This is an optimization exercise on Yosys and OpenROAD, whose aim is small area, not a production implementation.
In this exercise RTL edits were held to simulation tests only and were not proved equivalent to the original.
Power is estimated from default activity; no workload was simulated.

==> flow/design.v, too long to show whole: its modules and the start of the top module <==
// module RegFile_32bit: 44 lines
// module ALU: 48 lines
// module Flags_reg: 13 lines
// module IF_Unit: 84 lines
// module IFID_reg: 33 lines
// module ID_Unit: 141 lines
// module CPU_control: 258 lines
// module Hazard_Detect: 100 lines
// module PC_control: 83 lines
// module IDEX_reg: 131 lines
// module EX_Unit: 97 lines
// module EXMEM_reg: 53 lines
// module MEMWB_reg: 33 lines
// module Data_Forward: 53 lines
// module Trap_Handler: 251 lines
// module CPU: 553 lines
// module CPU_PPU_Interface: 65 lines
// module tron_top: 68 lines
module tron_top
(
	input				clk,
	input				rst,
	input				keyboard_intr,
	input [7:0]		keyboard_data,
	input				game_tick_intr,
	input				stack_overflow_intr,
	output			imem_en,
	output [11:0]	imem_addr,
	input [31:0]	imem_rdata,
	output			dmem_en,
	output			dmem_we,
	output [11:0]	dmem_addr,
	output [31:0]	dmem_wdata,
	input [31:0]	dmem_rdata,
	output			BGTTWrite,
	output			BGATWrite,
	output [9:0]	BGWrite_addr,
	output [7:0]	BGWrite_data,
	output [3:0]	OAMWrite,
	output [5:0]	OAMWrite_addr,
	output [31:0]	OAMWrite_data,
	output			interrupt_return
);
  // ...
==> flow/flow/run.sh <==
#!/bin/bash
# The standard layout (standard.sh), with these changes:
#  - synthesis maps the logic with an area-oriented ABC script (flow/synth.tcl,
#    flow/abc_area.script); otherwise it is synth_recipe.tcl unchanged;
#  - each port gets the smallest buffer cell (buf_1) instead of clkdlybuf4s50_1;
#  - the clock tree uses clkbuf_8 buffers, clusters of up to 14 sinks within
#    70 um, and no dummy loads.
# The full output of the layout goes to standard.log in the work folder; the
# ORFS logs of each step are under orfs/logs/.
set -euo pipefail
cd "$(dirname "$0")/.."
WORK=$(pwd)
export FLOW_SYNTH_TCL="$WORK/synth_recipe.tcl"
export FLOW_ABC_SCRIPT="$WORK/flow/abc_area.script"
export BUFFER_PORTS_ARGS="-buffer_cell sky130_fd_sc_hd__buf_1"
export CTS_ARGS="-sink_clustering_enable -repair_clock_nets -dont_use_dummy_load -buf_list sky130_fd_sc_hd__clkbuf_8 -sink_clustering_size 14 -sink_clustering_max_diameter 70"
# standard.sh with only its synthesis script replaced
sed "s|SYNTH_SCRIPT=[^ ]*|SYNTH_SCRIPT=$WORK/flow/synth.tcl|" standard.sh > own_standard.sh
grep -q "SYNTH_SCRIPT=$WORK/flow/synth.tcl" own_standard.sh
bash own_standard.sh finish > standard.log 2>&1
==> flow/flow/abc_area.script <==
strash
dc2
&get -n
&dch -f
&nf -R 1000
&put
==> flow/flow/synth.tcl <==
# The standard flow's synthesis script (synth_recipe.tcl in the work folder), with ABC run
# on an area-oriented script (flow/abc_area.script) instead of ORFS's speed
# script. ABC only maps the combinational logic, so the registers are the
# standard synthesis's.
proc abc {args} {
  set i [lsearch -exact $args -script]
  if {$i >= 0} { lset args [expr {$i + 1}] $::env(FLOW_ABC_SCRIPT) }
  yosys abc {*}$args
}
source $::env(FLOW_SYNTH_TCL)
==> flow/standard.sh <==
#!/bin/bash
# synth_recipe.tcl (not shown) runs the flow's synth.tcl, then flattens the netlist and writes it again
# the make line also repeats each setting of config.mk as NAME=value (left out here)
make -C /OpenROAD-flow-scripts/flow DESIGN_CONFIG=/design/flow/config.mk WORK_HOME=/design/flow/orfs CLKGATE_MAP_FILE= SYNTH_SCRIPT=/design/flow/synth_recipe.tcl "${@:-finish}"
==> flow/config.mk <==
export PLATFORM = sky130hd
export DESIGN_NAME = tron_top
export DESIGN_NICKNAME = tron_top
export VERILOG_FILES = /design/flow/design.v
export SDC_FILE = /design/flow/constraint.sdc
export NUM_CORES = 4
export LEC_CHECK = 0
export CAP_MARGIN = 20
export CORE_MARGIN = 2
export CORE_UTILIZATION = 60
export SLEW_MARGIN = 20
==> flow/constraint.sdc <==
create_clock -name core_clock -period 22.0 [get_ports {clk}]
set_input_delay 4.4000 -clock core_clock [delete_from_list [all_inputs] [get_ports {clk}]]
set_output_delay 4.4000 -clock core_clock [all_outputs]
set_load 0.01 [all_outputs]
==> impl_results.html, run 1 <==
<table>
<tr><th>Metric</th><th>Value</th></tr>
<tr><th colspan="2">Layout</th></tr>
<tr><td>Proportion of cell area spent on the clock network</td><td>2.61%</td></tr>
<tr><td>Top register by number of flip-flops</td><td>CPU.IDU.RegFile.r.q</td></tr>
<tr><td>Proportion of cell area occupied by multi-input gates</td><td>between 20 and 30%</td></tr>
<tr><td>Design Area, Final</td><td>66500 um2</td></tr>
<tr><td>Final #Nets</td><td>5519</td></tr>
<tr><td>Number of signal-net inverters in the final layout</td><td>about 190</td></tr>
<tr><th colspan="2">Worst setup path</th></tr>
<tr><td>Crit Path Max Fanout</td><td>16</td></tr>
<tr><td>Setup slack of the worst register-to-register path</td><td>2810 ps</td></tr>
<tr><td>Cell family contributing the most delay on the critical path</td><td>compound AO/OA/AOI/OAI gates</td></tr>
<tr><td>WS Path Type</td><td>input pin to flip-flop</td></tr>
<tr><td>Setup crit start kind</td><td>input pin</td></tr>
<tr><td>Length in cells of the worst reg-to-reg path</td><td>54</td></tr>
<tr><td>Slowest cell on crit path</td><td>sky130_fd_sc_hd__a21oi_1</td></tr>
<tr><td>Start of the worst register-to-register path</td><td>CPU.EXMEM.DestReg_out[0]$_SDFF_PP1_</td></tr>
<tr><td>Crit. path cell count</td><td>27</td></tr>
<tr><th colspan="2">Run status</th></tr>
<tr><td>Outcome</td><td>finished clean</td></tr>
<tr><th colspan="2">Clock tree</th></tr>
<tr><td>Clock tree from TritonCTS</td><td>built</td></tr>
<tr><td>Clk pin slew, worst setup/hold paths</td><td>roughly 100 ps</td></tr>
<tr><td>Number of buffers inserted during clock tree synthesis</td><td>~120</td></tr>
<tr><th colspan="2">Drt</th></tr>
<tr><td>Routed length per instance</td><td>34.8 um</td></tr>
<tr><td>Starting DRT DRC Count</td><td>roughly 9800</td></tr>
<tr><th colspan="2">STA</th></tr>
<tr><td>Summed negative setup slack over all endpoints</td><td>0 ps</td></tr>
<tr><td>Worst max-slew margin expressed relative to the limit</td><td>18.4%</td></tr>
<tr><td>Setup violators final</td><td>0</td></tr>
<tr><td>Min Hold Slack</td><td>436 ps</td></tr>
<tr><th colspan="2">Placed design</th></tr>
<tr><td>DP Wirelength</td><td>around 150 mm</td></tr>
<tr><td>Total placed instance area</td><td>64700 um2</td></tr>
<tr><th colspan="2">Yosys</th></tr>
<tr><td>Xor-xnor portion of the synthesized cell area</td><td>1.24%</td></tr>
<tr><td>Sequential-to-total area share from yosys stat</td><td>roughly two thirds</td></tr>
<tr><td>Synthesized net count</td><td>approximately 5000</td></tr>
<tr><td>Compound-cell area share of the yosys netlist</td><td>about 16%</td></tr>
<tr><td>Flop and latch count out of synthesis</td><td>1464</td></tr>
<tr><td>Dominant cell type by area after synthesis</td><td>sky130_fd_sc_hd__edfxtp_1</td></tr>
<tr><th colspan="2">Global routing</th></tr>
<tr><td>Total congestion overflow</td><td>0</td></tr>
<tr><td>GR met2 Demand/Resource</td><td>between 60% and 70%</td></tr>
<tr><th colspan="2">Power and ir drop</th></tr>
<tr><td>Net switching power of the design</td><td>roughly 0.0038 W</td></tr>
<tr><td>Power Combinational</td><td>roughly 0.0036 W</td></tr>
<tr><td>Relative contribution of combinational cells to total power</td><td>between 40% and 50%</td></tr>
<tr><td>Sequential Power Share</td><td>between 40% and 50%</td></tr>
<tr><th colspan="2">Die</th></tr>
<tr><td>Die area</td><td>approximately 100000 um2</td></tr>
<tr><th colspan="2">Run</th></tr>
<tr><td>Max-capacitance violation count</td><td>0</td></tr>
<tr><th colspan="2">Hold path</th></tr>
<tr><td>Hold endpoint</td><td>CPU.Hazard_Detect.pop_square$_SDFF_PP0_</td></tr>
</table>
==> module ALU, before the edit <==
module ALU(clk, N, Z, V, ALU_in1, ALU_in2, ALU_out, opcode, ALU_done);
   input [31:0] ALU_in1, ALU_in2;
   input [4:0] opcode;
   input clk;
   output N, Z, V, ALU_done;
   output [31:0] ALU_out;
   reg V_hold;
   always @(posedge clk) V_hold <= V;
   wire op_add   = (opcode == 5'h00) | (opcode == 5'h01);
   wire op_sub   = (opcode == 5'h02);
   wire op_nand  = (opcode == 5'h03);
   wire op_and   = (opcode == 5'h04) | (opcode == 5'h05);
   wire op_srl   = (opcode == 5'h06);
   wire op_sll   = (opcode == 5'h07);
   wire op_xor   = (opcode == 5'h08);
   wire op_or    = (opcode == 5'h0A);
   wire op_arith = op_add | op_sub;
   wire op_shift = op_srl | op_sll;
   wire [31:0] b = ALU_in2 ^ {32{op_sub}};
   wire [32:0] c;
   wire [31:0] sum;
   assign c[0] = op_sub;
   genvar i;
   generate
      for (i = 0; i < 32; i = i + 1) begin : add
         assign sum[i]   = ALU_in1[i] ^ b[i] ^ c[i];
         assign c[i+1]   = (ALU_in1[i] & b[i]) | (c[i] & (ALU_in1[i] ^ b[i]));
      end
   endgenerate
   wire        carry = c[32] ^ op_sub;
   function [31:0] rev(input [31:0] x);
      integer k;
      for (k = 0; k < 32; k = k + 1) rev[k] = x[31-k];
   endfunction
   wire [31:0] sh_in  = op_sll ? ALU_in1 : rev(ALU_in1);
   wire [31:0] sh_l   = sh_in << ALU_in2[4:0];
   wire [31:0] sh_out = op_sll ? sh_l : rev(sh_l);
   assign ALU_out = ({32{op_arith}} & sum[31:0])
                  | ({32{op_and}}   & (ALU_in1 & ALU_in2))
                  | ({32{op_nand}}  & ~(ALU_in1 & ALU_in2))
                  | ({32{op_xor}}   & (ALU_in1 ^ ALU_in2))
                  | ({32{op_or}}    & (ALU_in1 | ALU_in2))
                  | ({32{op_shift}} & sh_out);
   assign ALU_done = op_arith | op_and | op_nand | op_xor | op_or | op_shift;
   assign N = ALU_out[31];
   assign Z = ALU_done & (ALU_out == 32'd0);
   assign V = (op_arith & carry) | (op_shift & V_hold);
endmodule
==> module ID_Unit, before the edit <==
module ID_Unit
(
	clk, rst, data_hazard,
	call, ret, branch, push, jreg,				 
	pop, reg_2_sel, sign_ext_sel,
	alu_src, Read_Reg_1_en, Read_Reg_2_en,
	RegWrite_in,										 
	RegWrite_Reg_in,	
	RegWrite_Data_in,
	MEM_RegWrite, MEM_DestReg, MEM_Result,			 
	instruction_in, PC_in,							 
	ID_forward_src_in1, ID_forward_src_in2,	 
	opcode,												 
	DestReg, J_type_imm_out, 						 
	ALU_input1_mux_out, ALU_input2_mux_out,
	PC_out,
	Read_Reg_1_out, Read_Reg_2_out,
	Read_Reg_1_en_haz, Read_Reg_2_en_haz,
	MemWrite_data, intr_return,
	zero_in1
);
input 			clk, rst, data_hazard;
input 			call, ret, branch, push, jreg,
					pop, reg_2_sel, sign_ext_sel,
					Read_Reg_1_en, Read_Reg_2_en;
input [1:0] 	alu_src;				 
input 			RegWrite_in;
input [4:0]		RegWrite_Reg_in;	 
input [31:0] 	RegWrite_Data_in;	 
input 			MEM_RegWrite;
input [4:0]		MEM_DestReg;
input [31:0] 	MEM_Result;
input [31:0]	instruction_in;	 
input [31:0] 	PC_in;        		 
input 			ID_forward_src_in1;
input 			ID_forward_src_in2;
output 		[5:0] 	opcode;					 
output reg	[4:0]		DestReg;					 
output reg	[4:0]		Read_Reg_1_out;		 
output reg	[4:0]		Read_Reg_2_out;		 
output		[25:0] 	J_type_imm_out;		 
output 		[31:0] 	PC_out;					 
output		[31:0] 	ALU_input1_mux_out;	 
output		[31:0] 	ALU_input2_mux_out;	 
output		[31:0] 	MemWrite_data;			 
output 					Read_Reg_1_en_haz;
output 					Read_Reg_2_en_haz;
output					intr_return;			 
output					zero_in1;
wire	[4:0] 	R_I_A_type_rd;	 
wire	[4:0] 	R_I_type_rs;	 
wire	[4:0] 	R_type_rt;		 
wire	[4:0] 	R_type_shamt;	 
wire	[15:0] 	I_type_imm;		 
wire	[25:0] 	J_type_imm;		 
wire	[20:0] 	A_type_imm;		 
wire	[31:0] 	Read_Bus_1;		 
wire	[31:0] 	Read_Bus_2;		 
reg 	[31:0] 	sign_ext;		 
wire 				SP_update;		 
reg 	[31:0] 	ALU_input_1;	
reg 	[31:0] 	ALU_input_2;
assign SP_update 				= (call | ret | push | pop);
assign PC_out					= PC_in;
assign J_type_imm_out 		= J_type_imm;
assign Read_Reg_1_en_haz 	= (Read_Reg_1_en & (~data_hazard));
assign Read_Reg_2_en_haz 	= (Read_Reg_2_en & (~data_hazard));
assign intr_return 			=	1'b1 ? (jreg & (Read_Reg_1_out == 5'h1E)):
										1'b0;
assign opcode 			= instruction_in[31:26];																				
assign R_I_A_type_rd = instruction_in[25:21];																				
assign R_I_type_rs 	= instruction_in[20:16];																				
assign R_type_rt 		= instruction_in[15:11];																				
assign R_type_shamt 	= instruction_in[10:6];																					
assign I_type_imm 	= instruction_in[15:0];																					
assign J_type_imm 	= instruction_in[25:0];																					
assign A_type_imm 	= instruction_in[20:0];																					
RegFile_32bit RegFile
( 	
	.clk(clk), .rst(rst),
	.RegWrite(MEM_RegWrite),
	.Read_Reg_1(Read_Reg_1_out),
	.Read_Reg_2(Read_Reg_2_out),
	.Read_Reg_1_en(Read_Reg_1_en_haz),
	.Read_Reg_2_en(Read_Reg_2_en_haz),
	.Write_Reg(MEM_DestReg),
	.Write_Bus_in(MEM_Result),
	.Reg0_data(Reg0_data),
	.Read_Bus_1(Read_Bus_1),
	.Read_Bus_2(Read_Bus_2)
);
always @(*) begin
	ALU_input_1 = branch ? PC_in : Read_Bus_1;	 
	case (alu_src)
		2'b00 :	ALU_input_2 = Read_Bus_2;
		2'b01 :	ALU_input_2 = sign_ext;
		2'b10 :	ALU_input_2 = SP_update ? 32'h00000001 : {27'h0000000, R_type_shamt};
		2'b11 :	ALU_input_2 = 32'h00000000;
	endcase
end
assign zero_in1 = (alu_src == 2'b11) & ~ID_forward_src_in1;
wire [31:0] Reg0_data = (RegWrite_in & (RegWrite_Reg_in == 5'd0)) ? RegWrite_Data_in : 32'h00000000;
assign ALU_input1_mux_out 	= ALU_input_1;
assign ALU_input2_mux_out 	= ((ID_forward_src_in2 == 1'b1) && (~SP_update) && alu_src[0]) ? RegWrite_Data_in: ALU_input_2;
assign MemWrite_data	  		= Read_Bus_2 | (call ? PC_in : 32'h00000000);
always @(*) begin
	if (SP_update) begin
		Read_Reg_1_out = 5'b11101;
	end
	else if (jreg) begin
		Read_Reg_1_out = 5'h1E;
	end
	else begin
		Read_Reg_1_out = R_I_type_rs;
	end
end
always @(*) begin
	if (reg_2_sel) begin
		Read_Reg_2_out = R_type_rt;
	end
	else begin
		Read_Reg_2_out = R_I_A_type_rd;
	end
end
always @(*) begin
	if (sign_ext_sel) begin
		sign_ext = {{6{J_type_imm[25]}}, J_type_imm};
	end
	else begin
 		sign_ext = {{16{I_type_imm[15]}}, I_type_imm};
	end
end
always @(*) begin
	if (call | ret | push) begin
		DestReg = 5'h1D;
	end
	else begin
 		DestReg = R_I_A_type_rd;
	end
end
endmodule
==> module EX_Unit, before the edit <==
module EX_Unit
(
	clk, opcode,
	RegWrite_in, MemWrite_in, MemRead_in,
	MemToReg_in, MemSrc_in, DestReg_in,
	ALU_input_1, ALU_input_2, branch_in,
	call_in, ret_in, pop_haz_in,
	load_imm, MemWrite_data_in,
	zero_in1,
	EX_forward_src_in1,
	EX_forward_src_in2,
	MEM_ALUfrwd_data,
	WB_ALUfrwd_data,
	MEM_Memfrwd_data,
	EXMEM_ALU_addr,
	push, alu_src,
	clr_ret_hazard,
	RegWrite_out, MemToReg_out, DestReg_out,
	MemWrite_data_out, ALU_addr,
	reg_1_data, branch_out, ret_out,
	MemAddr_out, MemAddr_high, MemEn_out, MemWe_out,
	N_out, Z_out, V_out,
	ALU_done
);
input			clk;
input [4:0] opcode;
input			branch_in;
input			call_in;
input			ret_in;
input 		pop_haz_in;
input			load_imm;
input			RegWrite_in;
input			MemWrite_in;
input			MemRead_in;
input			MemToReg_in;
input			MemSrc_in;
input 		push;
input	[1:0]	alu_src;
input			zero_in1;		 
input			clr_ret_hazard;
input [4:0]		DestReg_in;
input [31:0] 	ALU_input_1;
input [31:0] 	ALU_input_2;
input [31:0]	MemWrite_data_in;	 
input [1:0] 	EX_forward_src_in1;
input [1:0]		EX_forward_src_in2;
input [31:0]	MEM_ALUfrwd_data;
input [31:0]	WB_ALUfrwd_data;
input [31:0]	MEM_Memfrwd_data;
input [31:0]	EXMEM_ALU_addr;
output			RegWrite_out;
output			MemToReg_out;
output			ret_out;
output			ALU_done;
output [4:0] 	DestReg_out;
output reg 	[31:0] 	ALU_addr;
output	 	[31:0] 	MemWrite_data_out;
output		[31:0]	reg_1_data;		 
output			branch_out;
output 			N_out, Z_out, V_out;
output [11:0]	MemAddr_out;		 
output			MemAddr_high;		 
output			MemEn_out;			 
output			MemWe_out;			 
wire [31:0]		ALU_out;
wire [31:0]		fwd1, fwd2;
wire [31:0]		ALU_mux_in1, ALU_in2;
assign MemToReg_out 	= MemToReg_in;
assign branch_out		= branch_in;
assign ret_out			= ret_in;
assign fwd1 = 	(EX_forward_src_in1 == 2'b01) ? MEM_ALUfrwd_data:
					(EX_forward_src_in1 == 2'b10) ? WB_ALUfrwd_data:
					MEM_Memfrwd_data;
assign fwd2 = 	(EX_forward_src_in2 == 2'b01) ? MEM_ALUfrwd_data:
					(EX_forward_src_in2 == 2'b10) ? WB_ALUfrwd_data:
					MEM_Memfrwd_data;
assign reg_1_data = (|EX_forward_src_in1) ? fwd1 : ALU_input_1;
assign ALU_mux_in1 = (|EX_forward_src_in1) ? fwd1 : (ALU_input_1 & {32{~zero_in1}});
assign ALU_in2 = ((|EX_forward_src_in2) & ~push & (alu_src[1] ~^ alu_src[0])) ? fwd2 : ALU_input_2;
assign MemWrite_data_out = (|EX_forward_src_in2) ? fwd2 : MemWrite_data_in;
assign DestReg_out	= (pop_haz_in) ? 5'b11101 : DestReg_in;
assign RegWrite_out	= (pop_haz_in) ? 1'b1 : RegWrite_in;
ALU ALU1(.clk(clk), .N(N_out), .Z(Z_out), .V(V_out), .ALU_in1(ALU_mux_in1), .ALU_in2(ALU_in2), .ALU_out(ALU_out), .opcode(opcode), .ALU_done(ALU_done));
always @(*) begin
	if (load_imm)
		ALU_addr = ALU_input_2;
	else if (pop_haz_in)
		ALU_addr = EXMEM_ALU_addr;
	else
		ALU_addr = ALU_out;
end
wire [31:0] MemAddr_full = (MemSrc_in | call_in) ? reg_1_data : ALU_addr;
assign MemAddr_out  = MemAddr_full[11:0];
assign MemAddr_high = (MemAddr_full > 32'h00000400);
assign MemWe_out    = MemWrite_in | call_in;
assign MemEn_out    = MemWrite_in | call_in | MemRead_in | (ret_in & ~clr_ret_hazard);
endmodule
==> module CPU, before the edit <==
module CPU
(
	clk, rst,
	keyboard_intr, keyboard_data,
	game_tick_intr, stack_overflow_intr,
	imem_rdata, dmem_rdata,
	imem_en, imem_addr,
	dmem_en, dmem_we, dmem_addr, dmem_wdata,
	S_type_index, S_type_value,
	PPU_en, opcode,
	interrupt_return
);
input 		clk;
input 		rst;				 
input 		keyboard_intr;
input 		game_tick_intr;
input 		stack_overflow_intr;
input [7:0]	keyboard_data;			 
input [31:0]	imem_rdata;
input [31:0]	dmem_rdata;
output			imem_en;
output [11:0]	imem_addr;
output			dmem_en;
output			dmem_we;
output [11:0]	dmem_addr;
output [31:0]	dmem_wdata;
output 			PPU_en;
output [5:0]	opcode;
output [9:0]  	S_type_index;
output [31:0] 	S_type_value;
output			interrupt_return;
wire [1:0]	EX_forward_src_in1;
wire [1:0]	EX_forward_src_in2;
wire [31:0]	IFU_PC_IM;
wire [31:0] IFU_PC_curr;
wire [31:0]	IFU_PC_plus_1;
wire [31:0]	IFU_instruction_out;
wire			IFU_instr_en;
wire			IFU_keep_flags;
wire [31:0] IFID_PC_out;
wire [31:0] IFID_instruction_out;
wire			IFID_pop_haz;
wire			IFID_keep_flags;
wire			CPU_cntrl_call;
wire			CPU_cntrl_ret;
wire			CPU_cntrl_branch;
wire			CPU_cntrl_jreg;
wire [1:0]	CPU_cntrl_branch_cond;
wire			CPU_cntrl_push;
wire			CPU_cntrl_pop;
wire			CPU_cntrl_reg_2_sel;
wire			CPU_cntrl_mem_to_reg;
wire			CPU_cntrl_mem_src;
wire			CPU_cntrl_load_imm;
wire			CPU_cntrl_sign_ext_sel;
wire [1:0] 	CPU_cntrl_alu_src;
wire			CPU_cntrl_RegWrite;
wire			CPU_cntrl_MemWrite;
wire			CPU_cntrl_OAMWrite;
wire			CPU_cntrl_MemRead;
wire			CPU_cntrl_Read_Reg_1_en;
wire			CPU_cntrl_Read_Reg_2_en;
wire [4:0] 	CPU_cntrl_opcode_out;
wire 			data_hazard;
wire 			PC_hazard;
wire			pop_haz;
wire			clr_branch_hazard;
wire			clr_call_hazard;
wire			clr_ret_hazard;
wire 			clr_jreg_hazard;
wire [31:0] PC_cntrl_PC_update;
wire        PC_cntrl_PC_src;
reg 			PC_branch_ff;
wire [2:0]	Flags_in;
wire [2:0]	Flags_reg_flags;
wire [2:0]	Flags_reg_flags_hold;
wire [5:0]	IDU_opcode;
wire [4:0]	IDU_DestReg;
wire [4:0]	IDU_Read_Reg_1_out;
wire [4:0]	IDU_Read_Reg_2_out;
wire [25:0] IDU_J_type_imm;
wire [31:0]	IDU_PC_out;
wire [31:0] IDU_ALU_input_1;
wire [31:0] IDU_ALU_input_2;
wire [31:0]	IDU_MemWrite_data;
wire			IDU_Read_Reg_1_en;
wire			IDU_Read_Reg_2_en;
wire [9:0] 	IDU_S_type_index;
wire [31:0] IDU_S_type_value;
wire			IDEX_branch_out;
wire [1:0]	IDEX_branch_cond_out;
wire			IDEX_call_out;
wire			IDEX_ret_out;
wire			IDEX_jreg;
wire			IDEX_pop_haz;
wire			IDEX_MemToReg_out;
wire			IDEX_MemSrc_out;
wire			IDEX_load_imm_out;
wire			IDEX_RegWrite_out;
wire			IDEX_MemWrite_out;
wire			IDEX_MemRead_out;
wire			IDEX_Read_Reg_1_en;
wire			IDEX_Read_Reg_2_en;
wire [4:0]	IDEX_DestReg_out;
wire [4:0] 	IDEX_opcode_out;
wire [4:0]	IDEX_reg_read_addr1;
wire [4:0]	IDEX_reg_read_addr2;
wire [31:0] IDEX_ALU_input_1_out;
wire [31:0] IDEX_ALU_input_2_out;
wire [31:0]	IDEX_PC_out;
wire [31:0]	IDEX_MemWrite_data_out;
wire			IDEX_push;
wire [1:0]	IDEX_alu_src_out;
wire			EXU_RegWrite_out;
wire			EXU_MemWrite_out;
wire			EXU_MemRead_out;
wire			EXU_MemToReg_out;
wire			EXU_MemSrc_out;
wire			EXU_branch_out;
wire			EXU_ret_out;
wire			EXU_call_out;
wire [4:0] 	EXU_DestReg_out;
wire [31:0]	EXU_ALU_addr;
wire [31:0]	EXU_ALU_mux_in1;
wire [31:0]	EXU_NON_ALU_addr;
wire [31:0]	EXU_MemWrite_data_out;
wire 			N_flag, Z_flag, V_flag;
wire			EXU_ALU_done;
wire			EXMEM_RegWrite_out;
wire			EXMEM_MemWrite_out;
wire			EXMEM_MemRead_out;
wire			EXMEM_MemToReg_out;
wire			EXMEM_ret_out;
wire			EXMEM_call_out;
wire			EXMEM_MemSrc_out;
wire [4:0] 	EXMEM_DestReg_out;
wire [31:0] EXMEM_ALU_addr_out;
wire [31:0]	EXMEM_NON_ALU_addr_out;
wire [31:0] EXMEM_MemWrite_data_out;
wire 			MEM_RegWrite_out;
wire 			MEM_MemToReg_out;
wire			MEM_ret_out;
wire [4:0]	MEM_DestReg_out;
wire [31:0] MEM_ALU_result_out;
wire [31:0] MEM_MemRead_data_out;
wire [31:0]	MEM_MemAddr;
wire			MEM_MemRead;
wire			MEM_MemWrite;
wire [31:0]	MEM_MemWrite_data;
wire [31:0] MemRead_data_frm_MemCtrl;
wire [31:0] instr_frm_MemCtrl;
wire 			MEMWB_RegWrite_out;
wire 			MEMWB_MemToReg_out;
wire [4:0]	MEMWB_DestReg_out;
wire [31:0] MEMWB_ALU_result_out;
wire [31:0]	MEMWB_RegWrite_data_out;
wire			IDU_zero_in1;
wire			IDEX_zero_in1;
wire [11:0]	EXU_MemAddr;
wire			EXU_MemAddr_high;
wire			EXU_MemEn;
wire			EXU_MemWe;
wire [11:0]	EXMEM_MemAddr;
wire			EXMEM_MemEn;
wire			EXMEM_MemWe;
wire			WBU_RegWrite_out;
wire [4:0]	WBU_DestReg_out;
wire [31:0] WBU_RegWrite_data;
wire 			ID_forward_src_in1;
wire 			ID_forward_src_in2;
wire [7:0] 	TH_keyboard_data_trap;
wire			TH_ld_idr;
wire			TH_ld_epc;
wire [31:0]	TH_EPC;	
wire			TH_keyboard_hazard;
wire			TH_branch_to_keyboard_ISR;
wire			TH_stack_overflow_hazard;
wire			TH_game_tick_hazard;
wire			TH_branch_to_stackoverflow_ISR;
wire			TH_branch_to_gametick_ISR;
assign S_type_index	= EXU_MemWrite_data_out[9:0];
assign S_type_value	= EXU_ALU_mux_in1;
assign PPU_en			= CPU_cntrl_OAMWrite;
assign opcode			= IDU_opcode;
IF_Unit IFU 
(	
		.clk(clk),
		.rst(rst),	 	
		.data_hazard(data_hazard),
		.PC_hazard(PC_hazard),
		.pop_haz(pop_haz),
		.PC_control(PC_cntrl_PC_update),
		.PC_src(PC_cntrl_PC_src),
		.instruction_in(instr_frm_MemCtrl),
		.keyboard_hazard(TH_keyboard_hazard),
		.game_tick_hazard(TH_game_tick_hazard),
		.stack_overflow_hazard(TH_stack_overflow_hazard),
		.ld_idr(TH_ld_idr),
		.ld_epc(TH_ld_epc),
		.EPC(TH_EPC),
		.idr_data(TH_keyboard_data_trap),
		.branch_to_keyboard_ISR(TH_branch_to_keyboard_ISR),
		.branch_to_gametick_ISR(TH_branch_to_gametick_ISR),
		.branch_to_stackoverflow_ISR(TH_branch_to_stackoverflow_ISR),
		.jreg_noRead(CPU_cntrl_jreg),
		.PC_curr(IFU_PC_curr),
		.PC_IM(IFU_PC_IM),
		.PC_plus_1(IFU_PC_plus_1),
		.instruction_out(IFU_instruction_out),
		.instr_en(IFU_instr_en),
		.keep_flags(IFU_keep_flags)
);
IFID_reg IFID
(
		.clk(clk),
		.rst(rst),		
		.data_hazard(data_hazard),
		.PC_hazard(PC_hazard),
		.instruction_in(IFU_instruction_out),
		.PC_in(IFU_PC_plus_1),
		.pop_haz(pop_haz),
		.keep_flags_in(IFU_keep_flags),
		.instruction_out(IFID_instruction_out),
		.PC_out(IFID_PC_out),
		.pop_haz_out(IFID_pop_haz),
		.keep_flags_out(IFID_keep_flags)
);
ID_Unit IDU
(
		.clk(clk), .rst(rst),
		.data_hazard(data_hazard),
		.call(CPU_cntrl_call),
		.ret(CPU_cntrl_ret),
		.branch(CPU_cntrl_branch),
		.jreg(CPU_cntrl_jreg),
		.push(CPU_cntrl_push),
		.pop(CPU_cntrl_pop), 
		.reg_2_sel(CPU_cntrl_reg_2_sel),
		.sign_ext_sel(CPU_cntrl_sign_ext_sel),
		.alu_src(CPU_cntrl_alu_src),
		.RegWrite_in(WBU_RegWrite_out), 
		.RegWrite_Reg_in(WBU_DestReg_out),
		.RegWrite_Data_in(WBU_RegWrite_data),
		.MEM_RegWrite(EXMEM_RegWrite_out),
		.MEM_DestReg(EXMEM_DestReg_out),
		.MEM_Result(EXMEM_MemToReg_out ? dmem_rdata : EXMEM_ALU_addr_out),
		.Read_Reg_1_en(CPU_cntrl_Read_Reg_1_en),
		.Read_Reg_2_en(CPU_cntrl_Read_Reg_2_en),
		.ID_forward_src_in1(ID_forward_src_in1),
		.ID_forward_src_in2(ID_forward_src_in2),
		.instruction_in(IFID_instruction_out),
		.PC_in(IFID_PC_out),
		.opcode(IDU_opcode),
		.J_type_imm_out(IDU_J_type_imm),
		.ALU_input1_mux_out(IDU_ALU_input_1),
		.ALU_input2_mux_out(IDU_ALU_input_2),
		.Read_Reg_1_out(IDU_Read_Reg_1_out),
		.Read_Reg_2_out(IDU_Read_Reg_2_out),
		.DestReg(IDU_DestReg),
		.PC_out(IDU_PC_out),
		.MemWrite_data(IDU_MemWrite_data),
		.Read_Reg_1_en_haz(IDU_Read_Reg_1_en),
		.Read_Reg_2_en_haz(IDU_Read_Reg_2_en),
		.intr_return(interrupt_return),
		.zero_in1(IDU_zero_in1)
);
CPU_control CPU_cntrl
(
		.rst(rst),
		.opcode_in(IDU_opcode),
		.call(CPU_cntrl_call),
		.ret(CPU_cntrl_ret),
		.branch(CPU_cntrl_branch),
		.jreg(CPU_cntrl_jreg),
		.branch_cond(CPU_cntrl_branch_cond),
		.push(CPU_cntrl_push),
		.pop(CPU_cntrl_pop),
		.reg_2_sel(CPU_cntrl_reg_2_sel),
		.mem_to_reg(CPU_cntrl_mem_to_reg),
		.mem_src(CPU_cntrl_mem_src),
		.sign_ext_sel(CPU_cntrl_sign_ext_sel),
		.load_imm(CPU_cntrl_load_imm),
		.alu_src(CPU_cntrl_alu_src),
		.opcode_out(CPU_cntrl_opcode_out),
		.RegWrite(CPU_cntrl_RegWrite),
		.MemWrite(CPU_cntrl_MemWrite),
		.MemRead(CPU_cntrl_MemRead), 
		.OAMWrite(CPU_cntrl_OAMWrite),
		.Read_Reg_1_en(CPU_cntrl_Read_Reg_1_en),
		.Read_Reg_2_en(CPU_cntrl_Read_Reg_2_en)
);
always @(posedge clk) begin
	PC_branch_ff <= clr_branch_hazard;
end
Hazard_Detect Hazard_Detect
(
		.clk(clk),
		.rst(rst),
		.Read_Reg_1(IDU_Read_Reg_1_out),
		.Read_Reg_2(IDU_Read_Reg_2_out),
		.Read_Reg_1_en(CPU_cntrl_Read_Reg_1_en),
		.Read_Reg_2_en(CPU_cntrl_Read_Reg_2_en),
		.IDEX_reg_rd(IDEX_DestReg_out),
		.IDEX_RegWrite(IDEX_RegWrite_out),
		.EXMEM_RegWrite(EXMEM_RegWrite_out),
		.MEMWB_RegWrite(MEMWB_RegWrite_out),
		.call(CPU_cntrl_call),
		.ret(CPU_cntrl_ret),
		.branch(CPU_cntrl_branch),
		.PC_update(clr_branch_hazard|clr_call_hazard|clr_ret_hazard|clr_jreg_hazard),
		.PC_branch_ff(PC_branch_ff),
		.ID_MemToReg(IDEX_MemToReg_out),
		.pop(CPU_cntrl_pop),
		.PC_src(PC_cntrl_PC_src),
		.jreg(CPU_cntrl_jreg),
		.keyboard_hazard(TH_keyboard_hazard),		
		.data_hazard(data_hazard),
		.PC_hazard(PC_hazard),
		.pop_haz(pop_haz)
);
PC_control PC_cntrl
(
		.clk(clk),
		.rst(rst),
		.PC_in(IFID_PC_out[31:26]),
		.PC_stack_pointer(dmem_rdata),
		.ALU_result(EXU_ALU_addr),
		.flags(Flags_reg_flags),
		.J_type_imm(IDU_J_type_imm),
		.branch(EXU_branch_out),
		.branch_cond(IDEX_branch_cond_out),
		.data_hazard(data_hazard),
		.call(CPU_cntrl_call),
		.ret(EXMEM_ret_out), 
		.jreg(IDEX_jreg),
		.reg_1_data(EXU_ALU_mux_in1),
		.PC_update(PC_cntrl_PC_update),
		.PC_src(PC_cntrl_PC_src),
		.clr_branch_hazard_ff(clr_branch_hazard),
		.clr_call_hazard_ff(clr_call_hazard),
		.clr_ret_hazard_ff(clr_ret_hazard),
		.clr_jreg_hazard_ff(clr_jreg_hazard)
);
assign Flags_in = (interrupt_return) ? Flags_reg_flags_hold : {Z_flag,V_flag,N_flag};
Flags_reg flags
(
		.clk(clk),
		.rst(rst),
		.en((EXU_ALU_done & !IDEX_MemWrite_out & !IDEX_MemRead_out & !IDEX_branch_out & !IFID_keep_flags) | interrupt_return),
		.d(Flags_in),
		.q(Flags_reg_flags)
);
Flags_reg flags_hold
(
		.clk(clk),
		.rst(rst),
		.en(IFID_keep_flags),
		.d(Flags_reg_flags),
		.q(Flags_reg_flags_hold)
);
IDEX_reg IDEX
(
		.clk(clk),
		.rst(rst),
		.branch_in(CPU_cntrl_branch),
		.branch_cond_in(CPU_cntrl_branch_cond),
		.alu_src_in(CPU_cntrl_alu_src),
		.call_in(CPU_cntrl_call),
		.ret_in(CPU_cntrl_ret),
		.jreg_in(CPU_cntrl_jreg),
		.clr_ret_hazard(clr_ret_hazard),
		.MemToReg_in(CPU_cntrl_mem_to_reg),
		.MemSrc_in(CPU_cntrl_mem_src), 
		.load_imm_in(CPU_cntrl_load_imm),
		.RegWrite_in(CPU_cntrl_RegWrite),
		.MemWrite_in(CPU_cntrl_MemWrite),
		.MemRead_in(CPU_cntrl_MemRead),
		.opcode_in(CPU_cntrl_opcode_out),
		.data_hazard(data_hazard),
		.PC_hazard(PC_hazard),
		.ALU_input_1_in(IDU_ALU_input_1),
		.ALU_input_2_in(IDU_ALU_input_2),
		.DestReg_in(IDU_DestReg),
		.zero_in1_in(IDU_zero_in1),
		.MemWrite_data_in(IDU_MemWrite_data),
		.reg_read_addr1_in(IDU_Read_Reg_1_out),	
		.reg_read_addr2_in(IDU_Read_Reg_2_out),
		.Read_Reg_1_en_in(IDU_Read_Reg_1_en),
		.Read_Reg_2_en_in(IDU_Read_Reg_2_en),
		.pop_haz_in(IFID_pop_haz),
		.push_in(CPU_cntrl_push),
		.branch_out(IDEX_branch_out),
		.branch_cond_out(IDEX_branch_cond_out),
		.alu_src_out(IDEX_alu_src_out),
		.call_out(IDEX_call_out),
		.ret_out(IDEX_ret_out),
		.jreg_out(IDEX_jreg),
		.MemToReg_out(IDEX_MemToReg_out),
		.MemSrc_out(IDEX_MemSrc_out), 
		.load_imm_out(IDEX_load_imm_out),
		.RegWrite_out(IDEX_RegWrite_out),
		.MemWrite_out(IDEX_MemWrite_out),
		.MemRead_out(IDEX_MemRead_out),
		.opcode_out(IDEX_opcode_out),
		.ALU_input_1_out(IDEX_ALU_input_1_out),
		.ALU_input_2_out(IDEX_ALU_input_2_out),
		.DestReg_out(IDEX_DestReg_out),
		.zero_in1_out(IDEX_zero_in1),
		.MemWrite_data_out(IDEX_MemWrite_data_out),
		.reg_read_addr1_out(IDEX_reg_read_addr1),	
		.reg_read_addr2_out(IDEX_reg_read_addr2),
		.Read_Reg_1_en_out(IDEX_Read_Reg_1_en),
		.Read_Reg_2_en_out(IDEX_Read_Reg_2_en),
		.pop_haz_out(IDEX_pop_haz),
		.push_out(IDEX_push)
);
EX_Unit EXU
(
		.clk(clk),
		.opcode(IDEX_opcode_out), 
		.RegWrite_in(IDEX_RegWrite_out),
		.MemWrite_in(IDEX_MemWrite_out),
		.MemRead_in(IDEX_MemRead_out),
		.MemToReg_in(IDEX_MemToReg_out),
		.MemSrc_in(IDEX_MemSrc_out),
		.DestReg_in(IDEX_DestReg_out),
		.ALU_input_1(IDEX_ALU_input_1_out),
		.ALU_input_2(IDEX_ALU_input_2_out), 
		.MemWrite_data_in(IDEX_MemWrite_data_out),
		.branch_in(IDEX_branch_out),
		.call_in(IDEX_call_out),
		.ret_in(IDEX_ret_out),
		.load_imm(IDEX_load_imm_out),
		.zero_in1(IDEX_zero_in1),
		.EX_forward_src_in1(EX_forward_src_in1),
		.EX_forward_src_in2(EX_forward_src_in2),
		.MEM_ALUfrwd_data(EXMEM_ALU_addr_out),
		.WB_ALUfrwd_data(MEMWB_RegWrite_data_out),
		.MEM_Memfrwd_data(dmem_rdata),
		.pop_haz_in(IDEX_pop_haz),
		.EXMEM_ALU_addr(EXMEM_ALU_addr_out),
		.push(IDEX_push),
		.alu_src(IDEX_alu_src_out),
		.clr_ret_hazard(clr_ret_hazard),
		.RegWrite_out(EXU_RegWrite_out),
		.MemToReg_out(EXU_MemToReg_out),
		.ret_out(EXU_ret_out),
		.DestReg_out(EXU_DestReg_out),
		.ALU_addr(EXU_ALU_addr),
		.reg_1_data(EXU_ALU_mux_in1),
		.MemWrite_data_out(EXU_MemWrite_data_out),
		.branch_out(EXU_branch_out),
		.MemAddr_out(EXU_MemAddr),
		.MemAddr_high(EXU_MemAddr_high),
		.MemEn_out(EXU_MemEn),
		.MemWe_out(EXU_MemWe),
		.N_out(N_flag), .Z_out(Z_flag), .V_out(V_flag),
		.ALU_done(EXU_ALU_done)
);
EXMEM_reg EXMEM
(
		.clk(clk),
		.rst(rst),
		.RegWrite_in(EXU_RegWrite_out),
		.MemToReg_in(EXU_MemToReg_out),
		.ret_in(EXU_ret_out),
		.clr_ret_hazard(clr_ret_hazard),
		.DestReg_in(EXU_DestReg_out),
		.ALU_addr_in(EXU_ALU_addr),
		.MemWrite_data_in(EXU_MemWrite_data_out),
		.MemAddr_in(EXU_MemAddr),
		.MemAddr_high_in(EXU_MemAddr_high),
		.MemEn_in(EXU_MemEn),
		.MemWe_in(EXU_MemWe),
		.RegWrite_out(EXMEM_RegWrite_out),
		.MemToReg_out(EXMEM_MemToReg_out),
		.ret_out(EXMEM_ret_out),
		.DestReg_out(EXMEM_DestReg_out),
		.ALU_addr_out(EXMEM_ALU_addr_out),
		.MemWrite_data_out(EXMEM_MemWrite_data_out),
		.MemAddr_out(EXMEM_MemAddr),
		.MemEn_out(EXMEM_MemEn),
		.MemWe_out(EXMEM_MemWe)
);
assign imem_en		= (IFU_PC_IM < 32'h00000400) ? IFU_instr_en : 1'b0;
assign imem_addr	= IFU_PC_IM[11:0];
assign dmem_en		= EXMEM_MemEn;
assign dmem_we		= EXMEM_MemWe;
assign dmem_addr	= EXMEM_MemAddr;
assign dmem_wdata	= EXMEM_MemWrite_data_out;
assign instr_frm_MemCtrl			= imem_rdata;
MEMWB_reg MEMWB
(
		.clk(clk),
		.rst(rst),
		.RegWrite_in(EXMEM_RegWrite_out),
		.MemToReg_in(EXMEM_MemToReg_out),
		.DestReg_in(EXMEM_DestReg_out),
		.ALU_result_in(EXMEM_ALU_addr_out),
		.MemRead_data_in(dmem_rdata),
		.RegWrite_out(MEMWB_RegWrite_out),
		.MemToReg_out(MEMWB_MemToReg_out),
		.DestReg_out(MEMWB_DestReg_out),
		.RegWrite_data_out(MEMWB_RegWrite_data_out)
);
assign WBU_RegWrite_out	= MEMWB_RegWrite_out;
assign WBU_DestReg_out	= MEMWB_DestReg_out;
assign WBU_RegWrite_data	= MEMWB_RegWrite_data_out;
Data_Forward DataForward
(
		.reg_addr_MEM(EXMEM_DestReg_out),
		.reg_write_MEM(EXMEM_RegWrite_out),
		.reg_addr_WB(MEMWB_DestReg_out),
		.reg_write_WB(MEMWB_RegWrite_out),
		.reg_addr_ALUin1(IDEX_reg_read_addr1),
		.reg_addr_ALUin2(IDEX_reg_read_addr2),
		.MemtoReg_MEM(EXMEM_MemToReg_out),
		.MemtoReg_WB(MEMWB_MemToReg_out),
		.reg_read1_EX(IDEX_Read_Reg_1_en),
		.reg_read2_EX(IDEX_Read_Reg_2_en),
		.reg_read1_ID(IDU_Read_Reg_1_en),
		.reg_read2_ID(IDU_Read_Reg_2_en),
		.regfile_addr1(IDU_Read_Reg_1_out),
		.regfile_addr2(IDU_Read_Reg_2_out),
		.EX_forward_src_in1(EX_forward_src_in1),
		.EX_forward_src_in2(EX_forward_src_in2),	
		.ID_forward_src_in1(ID_forward_src_in1),
		.ID_forward_src_in2(ID_forward_src_in2)
);
Trap_Handler TrapHandler
(
	  	   .clk(clk),
		   .rst(rst),
		   .data_hazard(data_hazard),
		   .control_hazard(PC_hazard),
		   .pop_hazard(pop_haz),
		   .keyboard_intr(keyboard_intr),
		   .game_tick_intr(game_tick_intr),						 
		   .stack_overflow_intr(stack_overflow_intr),		 
		   .keyboard_data_in(keyboard_data),
		   .IF_PC(IFU_PC_curr),
		   .keyboard_hazard(TH_keyboard_hazard),
		   .game_tick_hazard(TH_game_tick_hazard),
		   .stack_overflow_hazard(TH_stack_overflow_hazard),
		   .keyboard_data_out(TH_keyboard_data_trap),
		   .ld_idr(TH_ld_idr),
		   .ld_epc(TH_ld_epc),
		   .branch_to_keyboard_ISR(TH_branch_to_keyboard_ISR),
		   .branch_to_stackoverflow_ISR(TH_branch_to_stackoverflow_ISR),
		   .branch_to_gametick_ISR(TH_branch_to_gametick_ISR),
		   .EPC(TH_EPC)
);
endmodule
==> run 2: changes to the inputs <==
--- a/flow/design.v
+++ b/flow/design.v
@@ -64,14 +64,13 @@
    wire op_shift = op_srl | op_sll;
+   wire [31:0] a = ALU_in1;
    wire [31:0] b = ALU_in2 ^ {32{op_sub}};
+   wire [31:0] p = a ^ b;
+   wire [31:0] g = a & b;
    wire [32:0] c;
-   wire [31:0] sum;
    assign c[0] = op_sub;
    genvar i;
-   generate
-      for (i = 0; i < 32; i = i + 1) begin : add
-         assign sum[i]   = ALU_in1[i] ^ b[i] ^ c[i];
-         assign c[i+1]   = (ALU_in1[i] & b[i]) | (c[i] & (ALU_in1[i] ^ b[i]));
-      end
-   endgenerate
-   wire        carry = c[32] ^ op_sub;
+   generate for (i = 0; i < 32; i = i + 1) begin : add
+      assign c[i+1] = g[i] | (c[i] & p[i]);
+   end endgenerate
+   wire carry = c[32] ^ op_sub;
    function [31:0] rev(input [31:0] x);
@@ -82,9 +81,5 @@
    wire [31:0] sh_l   = sh_in << ALU_in2[4:0];
-   wire [31:0] sh_out = op_sll ? sh_l : rev(sh_l);
-   assign ALU_out = ({32{op_arith}} & sum[31:0])
-                  | ({32{op_and}}   & (ALU_in1 & ALU_in2))
-                  | ({32{op_nand}}  & ~(ALU_in1 & ALU_in2))
-                  | ({32{op_xor}}   & (ALU_in1 ^ ALU_in2))
-                  | ({32{op_or}}    & (ALU_in1 | ALU_in2))
-                  | ({32{op_shift}} & sh_out);
+   wire [31:0] t = p ^ (c[31:0] & {32{op_arith}});
+   assign ALU_out = ({32{op_arith|op_xor}} & t) | ({32{op_and}} & g) | ({32{op_nand}} & ~g) | ({32{op_or}} & (p|g))
+                  | ({32{op_sll}} & sh_l) | ({32{op_srl}} & rev(sh_l));
    assign ALU_done = op_arith | op_and | op_nand | op_xor | op_or | op_shift;
@@ -320,3 +315,3 @@
 always @(*) begin
-	ALU_input_1 = branch ? PC_in : Read_Bus_1;	 
+	ALU_input_1 = Read_Bus_1 | ({32{branch}} & PC_in);	 
 	case (alu_src)
@@ -960,2 +955,3 @@
 	MEM_Memfrwd_data,
+	WB_MemToReg,
 	EXMEM_ALU_addr,
@@ -995,2 +991,3 @@
 input [31:0]	MEM_Memfrwd_data;
+input			WB_MemToReg;		 
 input [31:0]	EXMEM_ALU_addr;
@@ -1016,8 +1013,5 @@
 assign ret_out			= ret_in;
-assign fwd1 = 	(EX_forward_src_in1 == 2'b01) ? MEM_ALUfrwd_data:
-					(EX_forward_src_in1 == 2'b10) ? WB_ALUfrwd_data:
-					MEM_Memfrwd_data;
-assign fwd2 = 	(EX_forward_src_in2 == 2'b01) ? MEM_ALUfrwd_data:
-					(EX_forward_src_in2 == 2'b10) ? WB_ALUfrwd_data:
-					MEM_Memfrwd_data;
+wire [31:0] wb_fwd = WB_MemToReg ? MEM_Memfrwd_data : WB_ALUfrwd_data;
+assign fwd1 = (EX_forward_src_in1 == 2'b01) ? MEM_ALUfrwd_data : wb_fwd;
+assign fwd2 = (EX_forward_src_in2 == 2'b01) ? MEM_ALUfrwd_data : wb_fwd;
 assign reg_1_data = (|EX_forward_src_in1) ? fwd1 : ALU_input_1;
@@ -1037,5 +1031,5 @@
 end
-wire [31:0] MemAddr_full = (MemSrc_in | call_in) ? reg_1_data : ALU_addr;
-assign MemAddr_out  = MemAddr_full[11:0];
-assign MemAddr_high = (MemAddr_full > 32'h00000400);
+wire addr_sp = push | call_in;
+assign MemAddr_out  = addr_sp ? reg_1_data[11:0] : ALU_addr[11:0];
+assign MemAddr_high = addr_sp ? (reg_1_data > 32'h00000400) : (ALU_addr > 32'h00000400);
 assign MemWe_out    = MemWrite_in | call_in;
@@ -1877,2 +1871,3 @@
 		.MEM_Memfrwd_data(dmem_rdata),
+		.WB_MemToReg(MEMWB_MemToReg_out),
 		.pop_haz_in(IDEX_pop_haz),
==> run 2 against run 1 <==
Combinational power is 14% lower. First-iteration DRC count is 6.2% lower. Critical path depth is 6 lower. Routed wire length is 3.8% lower. Critical endpoint is now CPU.IDU.RegFile.Read_Bus_1[28]$_DFF_N_. Setup slack worse by 180 ps. Synthesized area is 1.1% lower. Clock skew is 14 ps lower. Sequential power hardly changed. Count of clock-buffer cells in the layout stayed put. Power is 6.0% lower. Via count is 2.6% lower. Sequential cell count is 1 lower.
==> impl_results.html, run 2 <==
<table>
<tr><th>Metric</th><th>Value</th></tr>
<tr><th colspan="2">Run status</th></tr>
<tr><td>Outcome</td><td>finished clean</td></tr>
<tr><th colspan="2">STA</th></tr>
<tr><td>Least-Margin Pin Slew</td><td>between 1000 and 1500 ps</td></tr>
<tr><td>Worst max-slew margin expressed relative to the limit</td><td>18.0% (-0.45 points)</td></tr>
<tr><td>Setup violators final</td><td>0 (unchanged)</td></tr>
<tr><td>Min Hold Slack</td><td>427 ps (-8.57 ps)</td></tr>
<tr><td>Summed negative setup slack over all endpoints</td><td>0 ps (unchanged)</td></tr>
<tr><td>Clock tree skew after final layout</td><td>approximately 170 ps</td></tr>
<tr><td>Slew Limit Fails</td><td>0</td></tr>
<tr><td>Crit path setup slack, layout</td><td>683 ps</td></tr>
<tr><td>Unrepaired setup endpoints after global routing</td><td>false</td></tr>
<tr><td>Hold Violations, Final</td><td>0</td></tr>
<tr><th colspan="2">Placed design</th></tr>
<tr><td>DP Worst Slack</td><td>around 150 ps</td></tr>
<tr><td>Total placed instance area</td><td>63800 um2 (-1.4%)</td></tr>
<tr><td>DP Wirelength</td><td>141 mm (-5.9%)</td></tr>
<tr><td>Port Buffers</td><td>around 200</td></tr>
<tr><td>Global placement routability congestion</td><td>around 1.0</td></tr>
<tr><th colspan="2">Drt</th></tr>
<tr><td>First-pass iteration count of the detailed router</td><td>9</td></tr>
<tr><td>Post-route ant nets</td><td>0</td></tr>
<tr><td>Via density per instance</td><td>slightly above 7</td></tr>
<tr><td>Via count of the routed design</td><td>~46000</td></tr>
<tr><td>Total wire length</td><td>about 220 mm</td></tr>
<tr><td>Starting DRT DRC Count</td><td>9203 (-6.2%)</td></tr>
<tr><td>Routed length per instance</td><td>34.4 um (-1.2%)</td></tr>
<tr><td>Final routed DRC violation total</td><td>0</td></tr>
<tr><th colspan="2">Clock tree</th></tr>
<tr><td>Clk pin slew, worst setup/hold paths</td><td>90 ps (about the same)</td></tr>
<tr><td>Clock latency on the worst-skew pair</td><td>860 ps</td></tr>
<tr><td>Deepest level of the CTS H-tree</td><td>3</td></tr>
<tr><td>Post-CTS resize count</td><td>0</td></tr>
<tr><td>Setup Fix Bufs, Post-CTS</td><td>0</td></tr>
<tr><td># clock sinks</td><td>roughly 1500</td></tr>
<tr><td>Clock tree from TritonCTS</td><td>built</td></tr>
<tr><td>Buffer levels on the longest clock path</td><td>3</td></tr>
<tr><td>Cts hold-fix bufs</td><td>0</td></tr>
<tr><td>Number of buffers inserted during clock tree synthesis</td><td>117 (unchanged)</td></tr>
<tr><td>Root buffer selected by CTS</td><td>sky130_fd_sc_hd__clkbuf_8</td></tr>
<tr><th colspan="2">Worst setup path</th></tr>
<tr><td>Worst path cell trace</td><td>clkbuf_2 &gt; a41o_1 &gt; or2_0 &gt; mux2i_1 &gt; o221ai_1 &gt; a2111oi_0 &gt; a21oi_1 &gt; nor2_1 &gt; a21oi_1 &gt; a211oi_1 &gt; nor3_1 &gt; o21ai_0 &gt; nor2_1 &gt; nand2_1 &gt; nor2_4 &gt; buf_4 &gt; a222oi_1 &gt; nand4_1 &gt; nor3_1 &gt; buf_4 &gt; nand4_1</td></tr>
<tr><td>Capture point of the worst reg-to-reg path</td><td>CPU.IDU.RegFile.Read_Bus_1[28]$_DFF_N_</td></tr>
<tr><td>Start of the worst register-to-register path</td><td>CPU.IFID.instruction_out[31]$_SDFFCE_PP0P_</td></tr>
<tr><td>Setup slack of the worst register-to-register path</td><td>3460 ps (+650 ps)</td></tr>
<tr><td>WS Path Type</td><td>input pin to flip-flop</td></tr>
<tr><td>Crit. path cell count</td><td>21 (-22%)</td></tr>
<tr><td>Setup crit start kind</td><td>input pin</td></tr>
<tr><td>Cell family contributing the most delay on the critical path</td><td>compound AO/OA/AOI/OAI gates</td></tr>
<tr><td>Buffering stage count on the worst path with inverters included</td><td>3</td></tr>
<tr><td>Critical Path End</td><td>CPU.IDU.RegFile.Read_Bus_1[28]$_DFF_N_</td></tr>
<tr><td>Endpoint type of the worst setup path</td><td>flip-flop</td></tr>
<tr><td>Delay of the slowest critical-path stage</td><td>between 800 and 900 ps</td></tr>
<tr><td>Length in cells of the worst reg-to-reg path</td><td>21 (-61%)</td></tr>
<tr><td>Setup crit start</td><td>rst</td></tr>
<tr><td>Slowest cell on crit path</td><td>sky130_fd_sc_hd__o21ai_0</td></tr>
<tr><td>Required time worst endpoint</td><td>around 12000 ps</td></tr>
<tr><td>Crit Path Max Fanout</td><td>32 (+16)</td></tr>
<tr><td>Data arrival time of the critical path</td><td>10940 ps</td></tr>
<tr><th colspan="2">Yosys</th></tr>
<tr><td>Number of enable flip-flop cells after synthesis</td><td>between 1000 and 1500</td></tr>
<tr><td>Main flop type after synthesis</td><td>sky130_fd_sc_hd__edfxtp_1</td></tr>
<tr><td>Most instantiated cells after synthesis</td><td>1080 x sky130_fd_sc_hd__edfxtp_1, 469 x sky130_fd_sc_hd__nand2_1, 451 x sky130_fd_sc_hd__nor2_1</td></tr>
<tr><td>Yosys warnings</td><td>18</td></tr>
<tr><td>Per-instance average area after synthesis</td><td>~13 um2</td></tr>
<tr><td>Cell count after synthesis</td><td>4643</td></tr>
<tr><td>Library cell with the highest instance count after synthesis</td><td>sky130_fd_sc_hd__edfxtp_1</td></tr>
<tr><td>Area share of the largest cell type after synthesis</td><td>roughly 55%</td></tr>
<tr><td>Post-synthesis cell area</td><td>around 59000 um2</td></tr>
<tr><td>Share of flip-flops with an asynchronous set or reset after synthesis</td><td>between 3 and 4%</td></tr>
<tr><td>Synth cell types</td><td>62</td></tr>
<tr><td>Largest cells by area after synthesis</td><td>sky130_fd_sc_hd__edfxtp_1 55%, sky130_fd_sc_hd__dfxtp_1 11%, sky130_fd_sc_hd__a222oi_1 3.6%, sky130_fd_sc_hd__nand2_1 3.0%, sky130_fd_sc_hd__nor2_1 2.8%</td></tr>
<tr><td>Synthesized net count</td><td>4787 (-3.3%)</td></tr>
<tr><td>Flop and latch count out of synthesis</td><td>1463 (-0.068%)</td></tr>
<tr><td>Sequential-to-total area share from yosys stat</td><td>67.9% (+0.69 points)</td></tr>
<tr><td>Dominant cell type by area after synthesis</td><td>sky130_fd_sc_hd__edfxtp_1</td></tr>
<tr><th colspan="2">Global routing</th></tr>
<tr><td>Aggregate global-route resource usage</td><td>a little over two fifths</td></tr>
<tr><td>Maximum number of pins on one net before global-route repair</td><td>between 70 and 80</td></tr>
<tr><td>Initial antenna violation count</td><td>11</td></tr>
<tr><td>Total congestion overflow</td><td>0 (unchanged)</td></tr>
<tr><td>Wire length of the first global-routing pass</td><td>~310 mm</td></tr>
<tr><td>Number of global-route vias before repair</td><td>between 40000 and 50000</td></tr>
<tr><th colspan="2">Layout</th></tr>
<tr><td>Area overhead of the layout relative to synthesis</td><td>10.2%</td></tr>
<tr><td>Top register by number of flip-flops</td><td>CPU.IDU.RegFile.r.q</td></tr>
<tr><td>Share of post-route cells with drive strength above 1</td><td>8.15%</td></tr>
<tr><td>Top library cells by usage in the layout, fill and taps aside</td><td>1080 x sky130_fd_sc_hd__edfxtp_1, 448 x sky130_fd_sc_hd__nand2_1, 422 x sky130_fd_sc_hd__nor2_1, 327 x sky130_fd_sc_hd__dfxtp_1, 318 x sky130_fd_sc_hd__a21oi_1</td></tr>
<tr><td>Design Area, Final</td><td>65500 um2 (-1.4%)</td></tr>
<tr><td>Final #Nets</td><td>5325 (-3.5%)</td></tr>
<tr><td>Number of fill cells in the layout</td><td>7383</td></tr>
<tr><td>Most common cell after layout, fill and taps aside</td><td>sky130_fd_sc_hd__edfxtp_1</td></tr>
<tr><td>Number of flip-flops in the largest register</td><td>between 900 and 1000</td></tr>
<tr><th colspan="2">Die</th></tr>
<tr><td>Area of the core</td><td>~98000 um2</td></tr>
<tr><td>Placement row count</td><td>between 100 and 150</td></tr>
<tr><td>Initial standard-cell utilization of the core</td><td>60.5%</td></tr>
<tr><td>Die area</td><td>102000 um2 (-1.1%)</td></tr>
<tr><td>I/O pin total</td><td>between 150 and 200</td></tr>
<tr><td>Die outline width</td><td>approximately 320 um</td></tr>
<tr><td>Die boundary height</td><td>319 um</td></tr>
<tr><th colspan="2">Run</th></tr>
<tr><td>Max-capacitance violation count</td><td>0 (unchanged)</td></tr>
<tr><th colspan="2">Power and ir drop</th></tr>
<tr><td>Power per unit of standard cell area</td><td>approximately 130 nW/um2</td></tr>
<tr><td>Maximum vdd ir drop</td><td>around 0.092 mV</td></tr>
<tr><td>Overall Power</td><td>~0.0085 W</td></tr>
<tr><td>Reported leakage power</td><td>around 24 nW</td></tr>
<tr><th colspan="2">Hold path</th></tr>
<tr><td>Class of the tightest hold or removal check</td><td>flip-flop to flip-flop</td></tr>
</table>
-- run 2: cell count changes after synthesis, sizes merged, moves of 25 or more --
cell,previous run,this run
nand2,641,469
nor2,376,451
a21o,18,92
o21ai,296,253
a31oi,42,78
a22oi,183,148
mux2,8,43
clkinv,186,155
fa,31,0
a21oi,350,324
a221oi,70,45
nand2b,39,14
o22ai,13,38
-- run 2: power by group --
part / switching (W) / total [W] / internal (W)
Clock: 0.000878 / 0.00136 / 0.000480
Sequential: 0.000359 / 0.00402 / 0.00366
Combinational: 0.00221 / 0.00314 / 0.000921
Total: 0.00345 / 0.00851 / 0.00506
-- run 2: through the flow --
step,instances,util [%]
6_report,6474,66.7
5_1_grt,6469,66.7
4_1_cts,6466,66.7
3_5_place_dp,6316,64.9
3_3_place_gp,6315,64.9
2_1_floorplan,4643,-
-- run 2: logic make-up after synthesis --
logic type	share of synthesized area (%)
simple gates	10.1
xor+xnor	1.22
mux	2.11
fa+ha+maj	1.41
buf+inv	1.19
flops	67.9
compound gates	16.1
-- run 2: how the worst min path moves through the flow --
stage	start	to	slack (ps)	cells past startpoint
after floorplan	CPU.PC_cntrl.clr_branch_hazard_ff$_DFF_PP0_	CPU.PC_branch_ff$_DFF_P_	390	0
after global placement	CPU.Hazard_Detect.pop_square$_SDFF_PP0_	CPU.Hazard_Detect.pop_square$_SDFF_PP0_	410	1
after detailed placement	CPU.Hazard_Detect.pop_square$_SDFF_PP0_	CPU.Hazard_Detect.pop_square$_SDFF_PP0_	410	1
after CTS	CPU.Hazard_Detect.pop_square$_SDFF_PP0_	CPU.Hazard_Detect.pop_square$_SDFF_PP0_	420	1
after global routing	CPU.Hazard_Detect.pop_square$_SDFF_PP0_	CPU.Hazard_Detect.pop_square$_SDFF_PP0_	450	1
final	CPU.IFID.PC_out[21]$_DFFE_PP_	CPU.IDEX.MemWrite_data_out[21]$_DFF_P_	430	1
-- run 2: area by class of cell --
| type | instances | area (um2) | share of cell area (%) |
|---|---|---|---|
| Clock buffer | 117 | 1610 | 2.46 |
| Timing Repair Buffer | 403 | 2390 | 3.65 |
| Antenna cell | 8 | 20.0 | 0.0305 |
| Inverter | 154 | 583 | 0.889 |
| Tap cell | 1287 | 1610 | 2.46 |
| Multi-Input combinational cell | 3008 | 18800 | 28.7 |
| Clock inverter | 34 | 128 | 0.195 |
| Sequential cell | 1463 | 40400 | 61.6 |
-- run 2: worst reg2reg max path: cells and delay by family (launching register included) --
kind,cells,cell delay (ps)
multiplexers,1,510
buffers and inverters,2,610
flip-flops,1,620
AND/OR/NAND/NOR,10,2640
AO/OA/AOI/OAI,8,2960
-- run 2: per-layer routing --
metal	wire (um)	up-vias	track usage, %
li1	-	19300	-
met1	82000	22600	61.4
met2	93600	3930	62.3
met3	35000	594	12.4
met4	11900	6	18.1
met5	30	-	0
